Background: an optimization exercise with open tools, aiming at small area and a short achievable clock period. Do not read the settings as production practice.
RTL that was checked went through simulation tests only; none was proved equivalent to the original.
No activity file was given, so power comes from the tool's default toggle rates.

==> flow/design.v (excerpt) <==
module ex_datapath(
    input  wire        CLK,
    input  wire [31:0] A,
    input  wire [31:0] Rm,
    input  wire [11:0] I,
    input  wire [1:0]  AM,
    input  wire        CIN,
    input  wire [3:0]  Op,
    output reg  [31:0] Out,
    output wire        Z,
    output wire        N,
    output reg         C,
    output reg         V
);
Size in the first run: ~930 cells after synthesis, ~8300 sq um of cells after synthesis.
==> flow/config.mk <==
export PLATFORM = sky130hd
export DESIGN_NAME = ex_datapath
export DESIGN_NICKNAME = ex_datapath
export VERILOG_FILES = /design/flow/design.v
export SDC_FILE = /design/flow/constraint.sdc
export NUM_CORES = 4
export LEC_CHECK = 0
export CAP_MARGIN = 20
export CORE_MARGIN = 2
export CORE_UTILIZATION = 40
export CTS_BUF_LIST = sky130_fd_sc_hd__clkbuf_4 sky130_fd_sc_hd__clkbuf_8
export SLEW_MARGIN = 20
export SYNTH_HIERARCHICAL = 1
export TNS_END_PERCENT = 5
==> flow/constraint.sdc <==
create_clock -name core_clock -period 9.0 [get_ports {CLK}]
set_input_delay 1.8000 -clock core_clock [delete_from_list [all_inputs] [get_ports {CLK}]]
set_output_delay 1.8000 -clock core_clock [all_outputs]
set_load 0.01 [all_outputs]
standard.sh (not shown) runs the stock make flow with config.mk's settings and CLKGATE_MAP_FILE= SYNTH_SCRIPT=/design/flow/synth_recipe.tcl, a recipe that flattens the netlist after the stock synthesis.
==> flow/flow/run.sh <==
#!/bin/bash
set -euo pipefail
MARGIN=6.05
export BUFFER_PORTS_ARGS="-buffer_cell sky130_fd_sc_hd__buf_1"
sed "s|\"\${@:-finish}\"|SETUP_SLACK_MARGIN=${MARGIN} \"\${@:-finish}\"|" standard.sh > standard_margin.sh
grep -q "SETUP_SLACK_MARGIN=${MARGIN}" standard_margin.sh
bash standard_margin.sh > flow_make.log 2>&1
The baseline finished with timing, DRC and antenna clean.
Change:
--- a/flow/design.v
+++ b/flow/design.v
@@ -1,21 +1,33 @@
 module ALU(
     input  [31:0] xn,
     input  [31:0] Rn,
     input         amt4,
-    input  [3:0]  gtn,
-    input  [3:0]  eqn,
-    input  [7:0]  gen,
+    input  [4:0]  msh,       
+    input         mleft,     
+    input         bz,        
     input         fill,
     input         arith,
     input         cinn,
     input         vg, vp, vk,
     output [31:0] Out,
     output [3:0]  zb,
     output        cout, c31, pall, p31, g31
 );
+    wire [3:0]  gtn, eqn;
+    wire [7:0]  gen;
+    genvar a, b;
+    generate for (a = 0; a < 4; a = a + 1) begin : g_a
+        wire [1:0] aa = mleft ? a : 3 - a;
+        assign gtn[a] = bz | ~(aa > msh[4:3]);
+        assign eqn[a] = bz | ~(aa == msh[4:3]);
+    end endgenerate
+    generate for (b = 0; b < 8; b = b + 1) begin : g_b
+        wire [2:0] bb = mleft ? b : 7 - b;
+        assign gen[b] = ~(bb >= msh[2:0]);
+    end endgenerate
     wire w147;
     wire w148;
     wire w149;
     wire w150;
     wire w151;
     wire w152;
@@ -1445,53 +1457,42 @@
     wire       masked = am_sh & (ty != 2'b11);
     wire [4:0] amt;
     AmtDec amtdec(.AM(AM), .I(I[11:5]), .amt(amt));
     wire       sel_rm = AM[0];
     wire       ie_hi  = AM[1];
     wire       fill   = enB & asr & Rm[31];
-    wire [3:0] gt, eq;
-    wire [7:0] ge;
-    genvar a, b;
-    generate for (a = 0; a < 4; a = a + 1) begin : g_a
-        wire [1:0] aa = lsl ? a : 3 - a;
-        assign gt[a] = enB & (~masked | (aa > sh[4:3]));
-        assign eq[a] = enB & masked & (aa == sh[4:3]);
-    end endgenerate
-    generate for (b = 0; b < 8; b = b + 1) begin : g_b
-        wire [2:0] bb = lsl ? b : 7 - b;
-        assign ge[b] = (bb >= sh[2:0]);
-    end endgenerate
+    wire [4:0] msh = sh & {5{masked}};
     wire [31:0] xn;
     XSel xsel(.A(A), .x0(invA), .x1(~zA ^ invA), .Xn(xn));
     wire [31:0] sh_rn;
     ShifterSignExtender shifter(.Rm(Rm), .I(I), .sel_rm(sel_rm), .ie_hi(ie_hi),
                                 .amt(amt[3:0]), .Rn(sh_rn));
     reg [31:0] xn_q, rn_q;
     reg        amt4_q, fill_q;
-    reg [3:0]  gtn_q, eqn_q;
-    reg [7:0]  gen_q;
+    reg [4:0]  msh_q;
+    reg        mleft_q, bz_q;
     reg        arith_q, cinn_q, csub_q, vg_q, vp_q, vk_q;
     always @(posedge CLK) begin
         xn_q    <= xn;
         rn_q    <= sh_rn;
         amt4_q  <= amt[4];
         fill_q  <= fill;
-        gtn_q   <= ~gt;
-        eqn_q   <= ~eq;
-        gen_q   <= ~ge;
+        msh_q   <= msh;
+        mleft_q <= lsl;
+        bz_q    <= ~enB;
         arith_q <= arith;
         cinn_q  <= ~cin;
         csub_q  <= fsub | rsub;
         vg_q    <= vg;
         vp_q    <= vp;
         vk_q    <= vk;
     end
     wire [31:0] alu_out;
     wire [3:0]  alu_zb;
     wire        cout, c31, pall, p31, g31;
-    ALU alu(.xn(xn_q), .Rn(rn_q), .amt4(amt4_q), .gtn(gtn_q), .eqn(eqn_q), .gen(gen_q),
+    ALU alu(.xn(xn_q), .Rn(rn_q), .amt4(amt4_q), .msh(msh_q), .mleft(mleft_q), .bz(bz_q),
             .fill(fill_q), .arith(arith_q), .cinn(cinn_q), .vg(vg_q), .vp(vp_q), .vk(vk_q),
             .Out(alu_out), .zb(alu_zb), .cout(cout), .c31(c31), .pall(pall), .p31(p31), .g31(g31));
     wire alu_c = arith_q & cout & ~(csub_q & pall);
     wire alu_v = arith_q & (c31 ^ cout);
     reg [3:0] zb;    
     always @(posedge CLK) begin
Result:
- synthesized area went down by 2.1%
- cell count grows by 0.37%
- routed wire length came out lower by 1.1%
- total power increases by 1.9%
- fmax falls by 12%
- count of clock-buffer cells in the layout stays the same
- via count is higher by 0.73%
- utilization goes up by 2.5 points
- design area increases by 2.0%
Function was not checked in any run of this note: the RTL went through the layout flow alone.

Another version of the RTL of ex_datapath (not shown whole).
==> module ALU, before the edit <==
module ALU(
    input  [31:0] X,
    input  [31:0] R,
    input  [1:0]  amt_hi,
    input  [4:0]  msh,
    input         mleft,
    input         fill,
    input         CIN,
    input  [3:0]  Op,
    output [31:0] Out,
    output        C, V
);
    wire add   = (Op[3:1] == 3'b000);
    wire fwd   = (Op[3:1] == 3'b001);
    wire rev   = (Op[3:1] == 3'b010);
    wire arith = add | fwd | rev;
    wire cin   = Op[0] ? (add ? CIN : (fwd | rev) & ~CIN) : (fwd | rev);
    wire sg    = (Op == 4'b0110) | (Op == 4'b0111) | (Op == 4'b1100);
    wire sp    = ~((Op == 4'b0110) | (Op == 4'b1100));
    wire [31:0] r3 = amt_hi[0] ? {R[7:0],   R[31:8]}   : R;
    wire [31:0] r4 = amt_hi[1] ? {r3[15:0], r3[31:16]} : r3;
    wire [31:0] lm = 32'hFFFF_FFFF << msh;    
    wire [31:0] keep;
    genvar j;
    generate for (j = 0; j < 32; j = j + 1) begin : g_keep
        assign keep[j] = mleft ? lm[j] : lm[31 - j];
    end endgenerate
    wire [31:0] Y = (r4 & keep) | ({32{fill}} & ~keep);
    wire [31:0] p  = X ^ Y;
    wire [31:0] g  = X & Y;
    wire [31:0] gk = g & {32{arith}};
    wire [31:0] G0 = {gk[31:1], gk[0] | (p[0] & cin)};
    wire [31:0] P0 = p;
    wire [31:0] G1, P1, G2, P2, G3, P3, G4, P4, G5, P5;
    genvar i;
    generate for (i = 0; i < 32; i = i + 1) begin : g_pf
        if (i & 1) begin
            assign G1[i] = G0[i] | (P0[i] & G0[i - 1]);
            assign P1[i] = P0[i] & P0[i - 1];
        end else begin
            assign G1[i] = G0[i]; assign P1[i] = P0[i];
        end
        if (i & 2) begin
            assign G2[i] = G1[i] | (P1[i] & G1[(i & ~1) - 1]);
            assign P2[i] = P1[i] & P1[(i & ~1) - 1];
        end else begin
            assign G2[i] = G1[i]; assign P2[i] = P1[i];
        end
        if (i & 4) begin
            assign G3[i] = G2[i] | (P2[i] & G2[(i & ~3) - 1]);
            assign P3[i] = P2[i] & P2[(i & ~3) - 1];
        end else begin
            assign G3[i] = G2[i]; assign P3[i] = P2[i];
        end
        if (i & 8) begin
            assign G4[i] = G3[i] | (P3[i] & G3[(i & ~7) - 1]);
            assign P4[i] = P3[i] & P3[(i & ~7) - 1];
        end else begin
            assign G4[i] = G3[i]; assign P4[i] = P3[i];
        end
        if (i & 16) begin
            assign G5[i] = G4[i] | (P4[i] & G4[(i & ~15) - 1]);
            assign P5[i] = P4[i] & P4[(i & ~15) - 1];
        end else begin
            assign G5[i] = G4[i]; assign P5[i] = P4[i];
        end
    end endgenerate
    wire [31:0] c    = {G5[30:0], cin};
    wire        cout = G5[31];
    wire        pall = P5[31];
    wire [31:0] L    = (g & {32{sg}}) | (p & {32{sp}});
    assign Out = L ^ c;
    assign C = add ? cout : fwd ? ~(cout | pall) : rev ? (cout & ~pall) : 1'b0;
    assign V = arith & (c[31] ^ cout);
endmodule
==> module ShifterSignExtender, before the edit <==
module ShifterSignExtender(
    input  [31:0] Rm,
    input  [11:0] I,
    input  [1:0]  AM,
    input         inv,       
    input         en,        
    output [31:0] R,         
    output [1:0]  amt_hi,    
    output [4:0]  msh,       
    output        mleft,     
    output        fill       
);
    wire        am_sh = AM[1] & AM[0];
    wire [4:0]  sh    = I[11:7];
    wire [1:0]  ty    = I[6:5];
    wire        lsl   = ~ty[1] & ~ty[0];
    wire        asr   = ty[1] & ~ty[0];
    wire [31:0] src;
    assign src[7:0]   = AM[0] ? Rm[7:0] : I[7:0];
    assign src[11:8]  = AM[0] ? Rm[11:8] : (I[11:8] & {4{AM[1]}});
    assign src[31:12] = Rm[31:12] & {20{AM[0]}};
    wire [31:0] s = (src & {32{en}}) ^ {32{inv}};
    wire [4:0] nsh = 5'd0 - sh;
    wire [4:0] amt;
    assign amt[0]   = am_sh & sh[0];
    assign amt[4:1] = am_sh ? (lsl ? nsh[4:1] : sh[4:1])
                            : (I[11:8] & {4{~AM[0] & ~AM[1]}});
    wire [31:0] r0 = amt[0] ? {s[0],     s[31:1]}   : s;
    wire [31:0] r1 = amt[1] ? {r0[1:0],  r0[31:2]}  : r0;
    assign R       = amt[2] ? {r1[3:0],  r1[31:4]}  : r1;
    assign amt_hi  = amt[4:3];
    wire masked = am_sh & (ty != 2'b11);
    assign msh   = sh & {5{masked}};
    assign mleft = lsl;
    assign fill  = en & ((am_sh & asr & Rm[31]) ^ inv);
endmodule
==> module ex_datapath, before the edit <==
module ex_datapath(
    input  wire        CLK,
    input  wire [31:0] A,
    input  wire [31:0] Rm,
    input  wire [11:0] I,
    input  wire [1:0]  AM,
    input  wire        CIN,
    input  wire [3:0]  Op,
    output reg  [31:0] Out,
    output wire        Z,
    output wire        N,
    output reg         C,
    output reg         V
);
    wire rev  = (Op[3:1] == 3'b010);
    wire fwd  = (Op[3:1] == 3'b001);
    wire invA = rev | (Op == 4'b1001);
    wire enA  = ~((Op == 4'b1010) | (Op == 4'b1011) | (Op[3:2] == 2'b11 & Op[1:0] != 2'b00));
    wire invB = fwd | (Op == 4'b1011) | (Op == 4'b1100);
    wire enB  = ~((Op == 4'b1001) | (Op[3:2] == 2'b11 & Op[1:0] != 2'b00));
    wire [31:0] sh_r;
    wire [1:0]  sh_amt_hi;
    wire [4:0]  sh_msh;
    wire        sh_mleft, sh_fill;
    ShifterSignExtender shifter(.Rm(Rm), .I(I), .AM(AM), .inv(invB), .en(enB),
        .R(sh_r), .amt_hi(sh_amt_hi), .msh(sh_msh), .mleft(sh_mleft), .fill(sh_fill));
    reg [31:0] x_q, r_q;
    reg [1:0]  amt_q;
    reg [4:0]  msh_q;
    reg        mleft_q, fill_q, cin_q;
    reg [3:0]  op_q;
    always @(posedge CLK) begin
        x_q     <= (A & {32{enA}}) ^ {32{invA}};
        r_q     <= sh_r;
        amt_q   <= sh_amt_hi;
        msh_q   <= sh_msh;
        mleft_q <= sh_mleft;
        fill_q  <= sh_fill;
        cin_q   <= CIN;
        op_q    <= Op;
    end
    wire [31:0] alu_out;
    wire        alu_c, alu_v;
    ALU alu(.X(x_q), .R(r_q), .amt_hi(amt_q), .msh(msh_q), .mleft(mleft_q), .fill(fill_q),
            .CIN(cin_q), .Op(op_q), .Out(alu_out), .C(alu_c), .V(alu_v));
    always @(posedge CLK) begin
        Out <= alu_out;
        C   <= alu_c;
        V   <= alu_v;
    end
    assign Z = ~|Out;
    assign N = Out[31];
endmodule
clock: 9.0 ns
lec_check: 0
cap_margin: 20
core_margin: 2
core_utilization: 40
cts_buf_list: sky130_fd_sc_hd__clkbuf_4 sky130_fd_sc_hd__clkbuf_8
slew_margin: 20
tns_end_percent: 5
==> flow/flow/run.sh <==
#!/bin/bash
set -euo pipefail
MARGIN=5.5
export BUFFER_PORTS_ARGS="-buffer_cell sky130_fd_sc_hd__buf_1"
sed "s|\"\${@:-finish}\"|SETUP_SLACK_MARGIN=${MARGIN} \"\${@:-finish}\"|" standard.sh > standard_margin.sh
grep -q "SETUP_SLACK_MARGIN=${MARGIN}" standard_margin.sh
bash standard_margin.sh > flow_make.log 2>&1
The baseline passed the timing, design-rule and antenna checks.
Rerun with:
--- a/flow/design.v
+++ b/flow/design.v
@@ -12,16 +12,27 @@
 );
     wire add   = (Op[3:1] == 3'b000);
-    wire fwd   = (Op[3:1] == 3'b001);
-    wire rev   = (Op[3:1] == 3'b010);
-    wire arith = add | fwd | rev;
-    wire cin   = Op[0] ? (add ? CIN : (fwd | rev) & ~CIN) : (fwd | rev);
-    wire sg    = (Op == 4'b0110) | (Op == 4'b0111) | (Op == 4'b1100);
-    wire sp    = ~((Op == 4'b0110) | (Op == 4'b1100));
+    wire fsub  = (Op[3:1] == 3'b001);
+    wire rsub  = (Op[3:1] == 3'b010);
+    wire arith = add | fsub | rsub;
+    wire cin   = rsub ? ~(Op[0] & CIN) : (add | fsub) & Op[0] & CIN;
+    wire vg = fsub | (Op == 4'b0110) | (Op == 4'b0111);
+    wire vp = add | rsub | (Op == 4'b0111) | (Op == 4'b1000) | (Op == 4'b1010);
+    wire vk = fsub | (Op == 4'b1001) | (Op == 4'b1011) | (Op == 4'b1100);
+    wire wg = vg ^ vk, wp = vp ^ vk;
     wire [31:0] r3 = amt_hi[0] ? {R[7:0],   R[31:8]}   : R;
     wire [31:0] r4 = amt_hi[1] ? {r3[15:0], r3[31:16]} : r3;
-    wire [31:0] lm = 32'hFFFF_FFFF << msh;    
-    wire [31:0] keep;
+    wire [3:0] gt_hi, eq_hi;
+    wire [7:0] ge_lo;
+    wire [31:0] lm, keep;
     genvar j;
+    generate for (j = 0; j < 4; j = j + 1) begin : g_hi
+        assign gt_hi[j] = (j > msh[4:3]);
+        assign eq_hi[j] = (j == msh[4:3]);
+    end endgenerate
+    generate for (j = 0; j < 8; j = j + 1) begin : g_lo
+        assign ge_lo[j] = (j >= msh[2:0]);
+    end endgenerate
     generate for (j = 0; j < 32; j = j + 1) begin : g_keep
+        assign lm[j]   = gt_hi[j / 8] | (eq_hi[j / 8] & ge_lo[j % 8]);
         assign keep[j] = mleft ? lm[j] : lm[31 - j];
     end endgenerate
@@ -69,7 +80,7 @@
     wire        cout = G5[31];
     wire        pall = P5[31];
-    wire [31:0] L    = (g & {32{sg}}) | (p & {32{sp}});
+    wire [31:0] L    = {32{vk}} ^ ((g & {32{wg}}) | (p & {32{wp}}));
     assign Out = L ^ c;
-    assign C = add ? cout : fwd ? ~(cout | pall) : rev ? (cout & ~pall) : 1'b0;
+    assign C = add ? cout : (fsub | rsub) & cout & ~pall;
     assign V = arith & (c[31] ^ cout);
 endmodule
@@ -78,5 +89,4 @@
     input  [11:0] I,
     input  [1:0]  AM,
-    input         inv,       
     input         en,        
     output [31:0] R,         
@@ -95,9 +105,14 @@
     assign src[11:8]  = AM[0] ? Rm[11:8] : (I[11:8] & {4{AM[1]}});
     assign src[31:12] = Rm[31:12] & {20{AM[0]}};
-    wire [31:0] s = (src & {32{en}}) ^ {32{inv}};
-    wire [4:0] nsh = 5'd0 - sh;
+    wire [31:0] s = src & {32{en}};
+    wire [4:0] flip;
+    assign flip[0] = 1'b0;
+    assign flip[1] = sh[0];
+    assign flip[2] = sh[0] | sh[1];
+    assign flip[3] = sh[0] | sh[1] | sh[2];
+    assign flip[4] = sh[0] | sh[1] | sh[2] | sh[3];
     wire [4:0] amt;
     assign amt[0]   = am_sh & sh[0];
-    assign amt[4:1] = am_sh ? (lsl ? nsh[4:1] : sh[4:1])
+    assign amt[4:1] = am_sh ? (sh[4:1] ^ (flip[4:1] & {4{lsl}}))
                             : (I[11:8] & {4{~AM[0] & ~AM[1]}});
     wire [31:0] r0 = amt[0] ? {s[0],     s[31:1]}   : s;
@@ -108,5 +123,5 @@
     assign msh   = sh & {5{masked}};
     assign mleft = lsl;
-    assign fill  = en & ((am_sh & asr & Rm[31]) ^ inv);
+    assign fill  = en & am_sh & asr & Rm[31];
 endmodule
 module ex_datapath(
@@ -124,15 +139,12 @@
     output reg         V
 );
-    wire rev  = (Op[3:1] == 3'b010);
-    wire fwd  = (Op[3:1] == 3'b001);
-    wire invA = rev | (Op == 4'b1001);
-    wire enA  = ~((Op == 4'b1010) | (Op == 4'b1011) | (Op[3:2] == 2'b11 & Op[1:0] != 2'b00));
-    wire invB = fwd | (Op == 4'b1011) | (Op == 4'b1100);
-    wire enB  = ~((Op == 4'b1001) | (Op[3:2] == 2'b11 & Op[1:0] != 2'b00));
+    wire invA = (Op[3:1] == 3'b001) | (Op[3:1] == 3'b010) | (Op == 4'b1100);
+    wire zA   = (Op[3:1] == 3'b101) | (Op[3:2] == 2'b11 & Op[1:0] != 2'b00);
+    wire enB  = (Op != 4'b1001);
     wire [31:0] sh_r;
     wire [1:0]  sh_amt_hi;
     wire [4:0]  sh_msh;
     wire        sh_mleft, sh_fill;
-    ShifterSignExtender shifter(.Rm(Rm), .I(I), .AM(AM), .inv(invB), .en(enB),
+    ShifterSignExtender shifter(.Rm(Rm), .I(I), .AM(AM), .en(enB),
         .R(sh_r), .amt_hi(sh_amt_hi), .msh(sh_msh), .mleft(sh_mleft), .fill(sh_fill));
     reg [31:0] x_q, r_q;
@@ -142,5 +154,5 @@
     reg [3:0]  op_q;
     always @(posedge CLK) begin
-        x_q     <= (A & {32{enA}}) ^ {32{invA}};
+        x_q     <= (A & {32{~zA}}) ^ {32{invA}};
         r_q     <= sh_r;
         amt_q   <= sh_amt_hi;
Setup slack loses 31 ps; utilization increases by 0.74 points; via count rises by 6.8%; sequential power goes down by 6.1%; global-route usage rises by 1.3 points; maximum frequency shrinks by 0.88%; wire length rose by 7.0%; cell area went up by 2.3%; synthesized area increases by 1.1%; die area increases by 1.1%; clock skew went down by 11 ps; final cell count grows by 2.2%; critical path depth climbs by 1; total power drops by 4.9%.
For the second run of this note, only the layout was checked, not whether the RTL still works.

## what the ideal ports hide
No port has a modelled driver above. Below, the same layouts with a new extraction and two added sets of constraints.
Step 1: set_driving_cell puts a clkbuf_16 on CLK and a buf_2 on each other input, an assumption about the parent block.
Step 2, shift: input delay + t, output delay - t, t = (earliest + latest rising clock arrival at the registers) / 2. This alone moves slack from input paths to output paths.
a / b / c = ideal ports / drivers / drivers and shift; a / b = the first two.
| run | t (ns) | setup slack, ns | worst setup path after step 2 | slew at the worst register clock pin (ns) |
|---|---|---|---|---|
| the first run of note 1 | 0.481 | 5.867 / 5.855 / 5.374 | input to register | 0.08 / 0.08 |
| the second run of note 1 | 0.490 | 5.441 / 5.441 / 5.045 | input to register | 0.08 / 0.08 |
| the first run of note 2 | 0.433 | 5.547 / 5.522 / 5.165 | input to register | 0.11 / 0.11 |
| the second run of note 2 | 0.441 | 5.517 / 5.517 / 5.175 | input to register | 0.10 / 0.10 |
After both steps every run listed still meets setup and hold. The setup slack of the first run of note 1, which loses most, moves by -0.012 ns with the drivers and by -0.493 ns with both steps.
